From an optimization exercise on the open Yosys and OpenROAD flow, aimed at a short achievable clock period; shortcuts taken in it are not production practice.
Where RTL was checked, it was by simulation tests only, not by an equivalence proof against the original.
Power is estimated from default activity; no workload was simulated.

== the baseline ==
==> flow/design.v <==
`timescale 1ns / 1ps
module tmr_cmp8(input wire [7:0] a, input wire [7:0] b, output wire gt, output wire eq);
    wire [7:0] g1 = a & ~b;
    wire [7:0] l1 = ~a & b;
    wire [3:0] g2, l2;
    wire [1:0] g4, l4;
    genvar i;
    generate
        for (i = 0; i < 4; i = i + 1) begin : t2
            assign g2[i] = g1[2*i+1] | ~l1[2*i+1] & g1[2*i];
            assign l2[i] = l1[2*i+1] | ~g1[2*i+1] & l1[2*i];
        end
        for (i = 0; i < 2; i = i + 1) begin : t4
            assign g4[i] = g2[2*i+1] | ~l2[2*i+1] & g2[2*i];
            assign l4[i] = l2[2*i+1] | ~g2[2*i+1] & l2[2*i];
        end
    endgenerate
    assign gt = g4[1] | ~l4[1] & g4[0];
    wire   lt = l4[1] | ~g4[1] & l4[0];
    assign eq = ~gt & ~lt;
endmodule
module tmr_xor(input wire a, input wire b, output wire y);
    assign y = a ^ b;
endmodule
module tmr_selh(input wire [7:0] a, output wire y);
    assign y = (a == 8'h40);
endmodule
module tmr_sell(input wire [7:0] a, input wire rstrb, output wire y);
    assign y = (a == 8'h00) & rstrb;
endmodule
module tmr_rd2(input wire [15:0] ahi, input wire [1:0] aw, input wire rstrb,
               input wire [1:0] m0, input wire [1:0] m1,
               input wire [1:0] c0, input wire [1:0] c1,
               output wire [1:0] rd);
    wire sh, sl;
    tmr_selh u_h (.a(ahi[15:8]), .y(sh));
    tmr_sell u_l (.a(ahi[7:0]), .rstrb(rstrb), .y(sl));
    reg [1:0] d;
    always @(*) begin
        case (aw)
            2'b00: d = m0;
            2'b01: d = m1;
            2'b10: d = c0;
            default: d = c1;
        endcase
    end
    assign rd = {2{sh & sl}} & d;
endmodule
module tmr_mux8(input wire s, input wire [7:0] a, input wire [7:0] b, output wire [7:0] y);
    assign y = s ? a : b;
endmodule
module tmr_wdec #(parameter [1:0] W = 2'b00)
                (input wire [15:0] ahi, input wire [1:0] aw, input wire [3:0] wr,
                 output wire [3:0] we);
    assign we = {4{(ahi == 16'h4000) & (aw == W)}} & wr;
endmodule
module timer( input  wire clk,
              input  wire rst,
              input  wire [31:0] addr,
              input  wire [31:0] wdata,
              input  wire [3:0]  wr,
              input  wire        rstrb,
              output wire [31:0] rdata,
              output wire        irq);
    reg [63:0] mtime;
    reg [63:0] mtimecmp;
    reg [7:0]  gt_q;       
    reg [7:0]  eq_q;       
    reg        zero_q;     
    reg        rst_q;      
    genvar k;
    generate
        for (k = 0; k < 16; k = k + 1) begin : rd
            tmr_rd2 u (.ahi(addr[31:16]), .aw(addr[3:2]), .rstrb(rstrb),
                       .m0(mtime[2*k +: 2]), .m1(mtime[32 + 2*k +: 2]),
                       .c0(mtimecmp[2*k +: 2]), .c1(mtimecmp[32 + 2*k +: 2]),
                       .rd(rdata[2*k +: 2]));
        end
    endgenerate
    wire [3:0] we_t0, we_t1, we_c0, we_c1;
    tmr_wdec #(.W(2'b00)) u_wt0 (.ahi(addr[31:16]), .aw(addr[3:2]), .wr(wr), .we(we_t0));
    tmr_wdec #(.W(2'b01)) u_wt1 (.ahi(addr[31:16]), .aw(addr[3:2]), .wr(wr), .we(we_t1));
    tmr_wdec #(.W(2'b10)) u_wc0 (.ahi(addr[31:16]), .aw(addr[3:2]), .wr(wr), .we(we_c0));
    tmr_wdec #(.W(2'b11)) u_wc1 (.ahi(addr[31:16]), .aw(addr[3:2]), .wr(wr), .we(we_c1));
    wire [7:0] wm_t = {we_t1, we_t0};
    wire [7:0] wm_c = {we_c1, we_c0};
    wire [7:0] cy;
    assign cy[0] = 1'b1;
    generate
        for (k = 1; k < 8; k = k + 1) begin : cyb
            assign cy[k] = &mtime[8*k-1:0];
        end
    endgenerate
    wire [63:0] mtime_nxt;
    wire [63:0] cmp_nxt;
    wire [7:0]  gt_nxt, eq_nxt, z_nxt;
    generate
        for (k = 0; k < 8; k = k + 1) begin : byt
            wire [7:0] tb = mtime[8*k +: 8];
            wire [7:0] cb = mtimecmp[8*k +: 8];
            wire [7:0] wb = wdata[8*(k%4) +: 8];
            wire [7:0] ti;
            assign ti[0] = ~tb[0];
            genvar i;
            for (i = 1; i < 8; i = i + 1) begin : ib
                tmr_xor u_x (.a(tb[i]), .b(&tb[i-1:0]), .y(ti[i]));
            end
            assign mtime_nxt[8*k +: 8] = wm_t[k] ? wb : (cy[k] ? ti : tb);
            tmr_mux8 u_cn (.s(wm_c[k]), .a(wb), .b(cb), .y(cmp_nxt[8*k +: 8]));
            wire g0, e0, g1, e1, g2, e2, g3, e3, g4, e4;
            tmr_cmp8 u_pc0 (.a(tb), .b(cb), .gt(g0), .eq(e0));
            tmr_cmp8 u_pc1 (.a(ti), .b(cb), .gt(g1), .eq(e1));
            tmr_cmp8 u_pw0 (.a(tb), .b(wb), .gt(g2), .eq(e2));
            tmr_cmp8 u_pw1 (.a(ti), .b(wb), .gt(g3), .eq(e3));
            tmr_cmp8 u_wc  (.a(wb), .b(cb), .gt(g4), .eq(e4));
            wire pc_g = cy[k] ? g1 : g0;
            wire pc_e = cy[k] ? e1 : e0;
            wire pw_g = cy[k] ? g3 : g2;
            wire pw_e = cy[k] ? e3 : e2;
            assign gt_nxt[k] = wm_t[k] ? g4 : (wm_c[k] ? pw_g : pc_g);
            assign eq_nxt[k] = wm_t[k] ? e4 : (wm_c[k] ? pw_e : pc_e);
            assign z_nxt[k] = wm_c[k] ? ~|wb : ~|cb;
        end
    endgenerate
    always @(posedge clk or posedge rst) begin
        if (rst)
            mtime <= 64'd0;
        else
            mtime <= mtime_nxt;
    end
    always @(posedge clk or posedge rst) begin
        if (rst)
            rst_q <= 1'b1;
        else
            rst_q <= 1'b0;
    end
    always @(posedge clk) begin
        mtimecmp <= cmp_nxt;
        gt_q     <= gt_nxt;
        eq_q     <= eq_nxt;
        zero_q   <= &z_nxt;
    end
    wire [3:0] g2, e2;
    wire [1:0] g4, e4;
    generate
        for (k = 0; k < 4; k = k + 1) begin : ci2
            assign g2[k] = gt_q[2*k+1] | eq_q[2*k+1] & gt_q[2*k];
            assign e2[k] = eq_q[2*k+1] & eq_q[2*k];
        end
        for (k = 0; k < 2; k = k + 1) begin : ci4
            assign g4[k] = g2[2*k+1] | e2[2*k+1] & g2[2*k];
            assign e4[k] = e2[2*k+1] & e2[2*k];
        end
    endgenerate
    wire ge = g4[1] | e4[1] & (g4[0] | e4[0]);
    assign irq = rst_q ? zero_q : ge;
endmodule
Settings: LEC_CHECK=0, CAP_MARGIN=20, CORE_MARGIN=2, CORE_UTILIZATION=40, SETUP_SLACK_MARGIN=2.5, SLEW_MARGIN=20, SYNTH_HIERARCHICAL=1; clock period 4.0 ns.
run.sh (not shown) runs the stock make flow with config.mk's settings and CLKGATE_MAP_FILE= SYNTH_SCRIPT=/design/flow/synth_recipe.tcl, a recipe that flattens the netlist after the stock synthesis.
The baseline ran to completion and came out clean on the timing, DRC and antenna checks.
> inputs changed (the baseline -> the candidate)
diff --git a/flow/design.v b/flow/design.v
--- a/flow/design.v
+++ b/flow/design.v
@@ -21,31 +21,18 @@
 endmodule
 module tmr_xor(input wire a, input wire b, output wire y);
     assign y = a ^ b;
 endmodule
-module tmr_selh(input wire [7:0] a, output wire y);
-    assign y = (a == 8'h40);
-endmodule
-module tmr_sell(input wire [7:0] a, input wire rstrb, output wire y);
-    assign y = (a == 8'h00) & rstrb;
-endmodule
 module tmr_rd2(input wire [15:0] ahi, input wire [1:0] aw, input wire rstrb,
                input wire [1:0] m0, input wire [1:0] m1,
                input wire [1:0] c0, input wire [1:0] c1,
                output wire [1:0] rd);
-    wire sh, sl;
-    tmr_selh u_h (.a(ahi[15:8]), .y(sh));
-    tmr_sell u_l (.a(ahi[7:0]), .rstrb(rstrb), .y(sl));
-    reg [1:0] d;
-    always @(*) begin
-        case (aw)
-            2'b00: d = m0;
-            2'b01: d = m1;
-            2'b10: d = c0;
-            default: d = c1;
-        endcase
-    end
-    assign rd = {2{sh & sl}} & d;
+    wire en = (ahi == 16'h4000) & rstrb;
+    wire e0 = en & (aw == 2'b00);
+    wire e1 = en & (aw == 2'b01);
+    wire e2 = en & (aw == 2'b10);
+    wire e3 = en & (aw == 2'b11);
+    assign rd = ({2{e0}} & m0) | ({2{e1}} & m1) | ({2{e2}} & c0) | ({2{e3}} & c1);
 endmodule
 module tmr_mux8(input wire s, input wire [7:0] a, input wire [7:0] b, output wire [7:0] y);
     assign y = s ? a : b;
 endmodule
## What came out
- Diff the baseline and the candidate: post-layout utilization of the core lower in the baseline
- Delta (the candidate minus the baseline): post-synthesis sequential area ratio went up by 0.36 points; power consumed by the clock network went up; met2 layer usage reported by global route went up; post-route total power rose 0.21 mW.
- Of the baseline and the candidate, the candidate shows the lower critical path buffer and inverter count, with the baseline above it.
- Compared with the baseline, the candidate shows a non-clock inverter instance count of the final layout that is 0.48% lower.
- Die height for the candidate is lower than for the baseline.
- Going from the baseline to the candidate, post-layout net count roughly the same, first-pass GRT wire length shows no meaningful change, delay of the slowest cell on the worst path lost 100 ps, layout-stage area growth over the synthesis result +5.5 points, critical path depth down 2.
- The baseline -> the candidate: number of instances in the synthesized netlist decreased slightly
Only the layout flow was run in the baseline; the RTL was not checked for function there.

========
## rev 12
Another version of the RTL of timer (not shown whole).
Size: ~2200 cells after synthesis, ~150 flip-flops, roughly 0.018 mm2 of cells after synthesis.
==> module tmr_rd1, before the edit <==
module tmr_rd1(input wire [15:0] ahi, input wire [1:0] aw, input wire rstrb,
               input wire m0, input wire m1, input wire c0, input wire c1,
               output wire rd);
    wire en = (ahi == 16'h4000) & rstrb;
    reg  d;
    always @(*) begin
        case (aw)
            2'b00: d = m0;
            2'b01: d = m1;
            2'b10: d = c0;
            default: d = c1;
        endcase
    end
    assign rd = en & d;
endmodule
==> module tmr_mux8, before the edit <==
module tmr_mux8(input wire s, input wire [7:0] a, input wire [7:0] b, output wire [7:0] y);
    assign y = s ? a : b;
endmodule
==> module timer, before the edit <==
module timer( input  wire clk,
              input  wire rst,
              input  wire [31:0] addr,
              input  wire [31:0] wdata,
              input  wire [3:0]  wr,
              input  wire        rstrb,
              output wire [31:0] rdata,
              output wire        irq);
    reg [63:0] mtime;
    reg [63:0] mtimecmp;
    reg [7:0]  gt_q;       
    reg [7:0]  eq_q;       
    reg        zero_q;     
    reg        rst_q;      
    genvar k;
    generate
        for (k = 0; k < 32; k = k + 1) begin : rd
            tmr_rd1 u (.ahi(addr[31:16]), .aw(addr[3:2]), .rstrb(rstrb),
                       .m0(mtime[k]), .m1(mtime[32 + k]),
                       .c0(mtimecmp[k]), .c1(mtimecmp[32 + k]),
                       .rd(rdata[k]));
        end
    endgenerate
    wire [3:0] we_t0, we_t1, we_c0, we_c1;
    tmr_wdec #(.W(2'b00)) u_wt0 (.ahi(addr[31:16]), .aw(addr[3:2]), .wr(wr), .we(we_t0));
    tmr_wdec #(.W(2'b01)) u_wt1 (.ahi(addr[31:16]), .aw(addr[3:2]), .wr(wr), .we(we_t1));
    tmr_wdec #(.W(2'b10)) u_wc0 (.ahi(addr[31:16]), .aw(addr[3:2]), .wr(wr), .we(we_c0));
    tmr_wdec #(.W(2'b11)) u_wc1 (.ahi(addr[31:16]), .aw(addr[3:2]), .wr(wr), .we(we_c1));
    wire [7:0] wm_t = {we_t1, we_t0};
    wire [7:0] wm_c = {we_c1, we_c0};
    wire [7:0] cy;
    assign cy[0] = 1'b1;
    generate
        for (k = 1; k < 8; k = k + 1) begin : cyb
            assign cy[k] = &mtime[8*k-1:0];
        end
    endgenerate
    wire [63:0] mtime_nxt;
    wire [63:0] cmp_nxt;
    wire [7:0]  gt_nxt, eq_nxt, z_nxt;
    generate
        for (k = 0; k < 8; k = k + 1) begin : byt
            wire [7:0] tb = mtime[8*k +: 8];
            wire [7:0] cb = mtimecmp[8*k +: 8];
            wire [7:0] wb = wdata[8*(k%4) +: 8];
            wire [7:0] ti;
            assign ti[0] = ~tb[0];
            genvar i;
            for (i = 1; i < 8; i = i + 1) begin : ib
                tmr_xor u_x (.a(tb[i]), .b(&tb[i-1:0]), .y(ti[i]));
            end
            assign mtime_nxt[8*k +: 8] = wm_t[k] ? wb : (cy[k] ? ti : tb);
            tmr_mux8 u_cn (.s(wm_c[k]), .a(wb), .b(cb), .y(cmp_nxt[8*k +: 8]));
            wire g0, e0, g1, e1, g2, e2, g3, e3, g4, e4;
            tmr_cmp8 u_pc0 (.a(tb), .b(cb), .gt(g0), .eq(e0));
            tmr_cmp8 u_pc1 (.a(ti), .b(cb), .gt(g1), .eq(e1));
            tmr_cmp8 u_pw0 (.a(tb), .b(wb), .gt(g2), .eq(e2));
            tmr_cmp8 u_pw1 (.a(ti), .b(wb), .gt(g3), .eq(e3));
            tmr_cmp8 u_wc  (.a(wb), .b(cb), .gt(g4), .eq(e4));
            wire pc_g = cy[k] ? g1 : g0;
            wire pc_e = cy[k] ? e1 : e0;
            wire pw_g = cy[k] ? g3 : g2;
            wire pw_e = cy[k] ? e3 : e2;
            assign gt_nxt[k] = wm_t[k] ? g4 : (wm_c[k] ? pw_g : pc_g);
            assign eq_nxt[k] = wm_t[k] ? e4 : (wm_c[k] ? pw_e : pc_e);
            assign z_nxt[k] = wm_c[k] ? ~|wb : ~|cb;
        end
    endgenerate
    always @(posedge clk or posedge rst) begin
        if (rst)
            mtime <= 64'd0;
        else
            mtime <= mtime_nxt;
    end
    always @(posedge clk or posedge rst) begin
        if (rst)
            rst_q <= 1'b1;
        else
            rst_q <= 1'b0;
    end
    always @(posedge clk) begin
        mtimecmp <= cmp_nxt;
        gt_q     <= gt_nxt;
        eq_q     <= eq_nxt;
        zero_q   <= &z_nxt;
    end
    wire [3:0] g2, e2;
    wire [1:0] g4, e4;
    generate
        for (k = 0; k < 4; k = k + 1) begin : ci2
            assign g2[k] = gt_q[2*k+1] | eq_q[2*k+1] & gt_q[2*k];
            assign e2[k] = eq_q[2*k+1] & eq_q[2*k];
        end
        for (k = 0; k < 2; k = k + 1) begin : ci4
            assign g4[k] = g2[2*k+1] | e2[2*k+1] & g2[2*k];
            assign e4[k] = e2[2*k+1] & e2[2*k];
        end
    endgenerate
    wire ge = g4[1] | e4[1] & (g4[0] | e4[0]);
    assign irq = rst_q ? zero_q : ge;
endmodule
Settings: LEC_CHECK=0, CAP_MARGIN=20, CORE_MARGIN=2, CORE_UTILIZATION=40, SETUP_SLACK_MARGIN=2.5, SLEW_MARGIN=20, SYNTH_HIERARCHICAL=1; clock period 4.0 ns.
Rev 12 reached the end of the flow, and the finished layout is clean on the timing, DRC and antenna checks.
> inputs changed (rev 12 -> rev 13)
-- flow/design.v --
<<< rev 12, line 23
    assign y = a ^ b;
endmodule
module tmr_rd1(input wire [15:0] ahi, input wire [1:0] aw, input wire rstrb,
               input wire m0, input wire m1, input wire c0, input wire c1,
               output wire rd);
    wire en = (ahi == 16'h4000) & rstrb;
    reg  d;
    always @(*) begin
        case (aw)
            2'b00: d = m0;
            2'b01: d = m1;
            2'b10: d = c0;
            default: d = c1;
        endcase
    end
    assign rd = en & d;
endmodule
module tmr_mux8(input wire s, input wire [7:0] a, input wire [7:0] b, output wire [7:0] y);
    assign y = s ? a : b;
endmodule
module tmr_wdec #(parameter [1:0] W = 2'b00)
>>> rev 13, line 23
    assign y = a ^ b;
endmodule
module tmr_rd4(input wire [15:0] ahi, input wire [1:0] aw, input wire rstrb,
               input wire [3:0] m0, input wire [3:0] m1,
               input wire [3:0] c0, input wire [3:0] c1,
               output wire [3:0] rd);
    wire en = (ahi == 16'h4000) & rstrb;
    wire e0 = en & (aw == 2'b00);
    wire e1 = en & (aw == 2'b01);
    wire e2 = en & (aw == 2'b10);
    wire e3 = en & (aw == 2'b11);
    assign rd = ({4{e0}} & m0) | ({4{e1}} & m1) | ({4{e2}} & c0) | ({4{e3}} & c1);
endmodule
module tmr_wdec #(parameter [1:0] W = 2'b00)
<<< rev 12, line 62
    genvar k;
    generate
        for (k = 0; k < 32; k = k + 1) begin : rd
            tmr_rd1 u (.ahi(addr[31:16]), .aw(addr[3:2]), .rstrb(rstrb),
                       .m0(mtime[k]), .m1(mtime[32 + k]),
                       .c0(mtimecmp[k]), .c1(mtimecmp[32 + k]),
                       .rd(rdata[k]));
        end
    endgenerate
>>> rev 13, line 55
    genvar k;
    generate
        for (k = 0; k < 8; k = k + 1) begin : rd
            tmr_rd4 u (.ahi(addr[31:16]), .aw(addr[3:2]), .rstrb(rstrb),
                       .m0(mtime[4*k +: 4]), .m1(mtime[32 + 4*k +: 4]),
                       .c0(mtimecmp[4*k +: 4]), .c1(mtimecmp[32 + 4*k +: 4]),
                       .rd(rdata[4*k +: 4]));
        end
    endgenerate
<<< rev 12, line 98
            end
            assign mtime_nxt[8*k +: 8] = wm_t[k] ? wb : (cy[k] ? ti : tb);
            tmr_mux8 u_cn (.s(wm_c[k]), .a(wb), .b(cb), .y(cmp_nxt[8*k +: 8]));
            wire g0, e0, g1, e1, g2, e2, g3, e3, g4, e4;
            tmr_cmp8 u_pc0 (.a(tb), .b(cb), .gt(g0), .eq(e0));
            tmr_cmp8 u_pc1 (.a(ti), .b(cb), .gt(g1), .eq(e1));
            tmr_cmp8 u_pw0 (.a(tb), .b(wb), .gt(g2), .eq(e2));
            tmr_cmp8 u_pw1 (.a(ti), .b(wb), .gt(g3), .eq(e3));
            tmr_cmp8 u_wc  (.a(wb), .b(cb), .gt(g4), .eq(e4));
            wire pc_g = cy[k] ? g1 : g0;
            wire pc_e = cy[k] ? e1 : e0;
            wire pw_g = cy[k] ? g3 : g2;
            wire pw_e = cy[k] ? e3 : e2;
            assign gt_nxt[k] = wm_t[k] ? g4 : (wm_c[k] ? pw_g : pc_g);
            assign eq_nxt[k] = wm_t[k] ? e4 : (wm_c[k] ? pw_e : pc_e);
            assign z_nxt[k] = wm_c[k] ? ~|wb : ~|cb;
        end
    endgenerate
>>> rev 13, line 91
            end
            assign mtime_nxt[8*k +: 8] = wm_t[k] ? wb : (cy[k] ? ti : tb);
            assign cmp_nxt[8*k +: 8]   = wm_c[k] ? wb : cb;
            tmr_cmp8 u_c (.a(mtime_nxt[8*k +: 8]), .b(cmp_nxt[8*k +: 8]),
                          .gt(gt_nxt[k]), .eq(eq_nxt[k]));
            assign z_nxt[k] = ~|cmp_nxt[8*k +: 8];
        end
    endgenerate
Changes observed in rev 13 relative to rev 12: largest voltage drop on the vdd net decreased about 16%; final cell count now smaller; total detailed-routing wirelength decreased 37 mm; via-per-instance ratio fell by about 7%. Taking rev 12 as the reference, in rev 13 cell area saw a decrease; met2 layer usage reported by global route saw a decrease. Relative to rev 12, layout overhead on the synthesized area increased by 22 points in rev 13. Data arrival time at the worst-slack endpoint: rev 13 vs rev 12 up 1.05 ns. Die width (higher): rev 12. Between rev 12 and rev 13, the difference in clock transition at the register clock pins on the worst setup and hold paths after CTS is negligible.
Function not checked in rev 12: the RTL went through the layout flow alone.

## what the ideal ports hide
No port has a modelled driver above. Below, the same layouts with a new extraction and two added sets of constraints. Step 1 sets driving cells, clkbuf_16 on the clock port and buf_2 on the other inputs (assumed; they add their load-dependent delay and slew). Step 2, shift: input delay + t, output delay - t, t = (earliest + latest rising clock arrival at the registers) / 2. This alone moves slack from input paths to output paths. Three values: ideal ports, drivers, drivers and shift; two values: the first two.
run | t (ns) | setup WS [ns] | worst register clock-pin slew, ns
the baseline | 0.518 | 0.850 / 0.808 / 0.525 | 0.08 / 0.08
the candidate | 0.514 | 1.120 / 1.045 / 0.944 | 0.07 / 0.07
rev 12 | 0.536 | 0.851 / 0.811 / 0.808 | 0.08 / 0.08
rev 13 | 0.481 | 0.974 / 0.945 / 0.466 | 0.07 / 0.07
After both steps every run listed still meets setup and hold. The setup slack of rev 13, which loses most, moves by -0.029 ns with the drivers and by -0.508 ns with both steps.
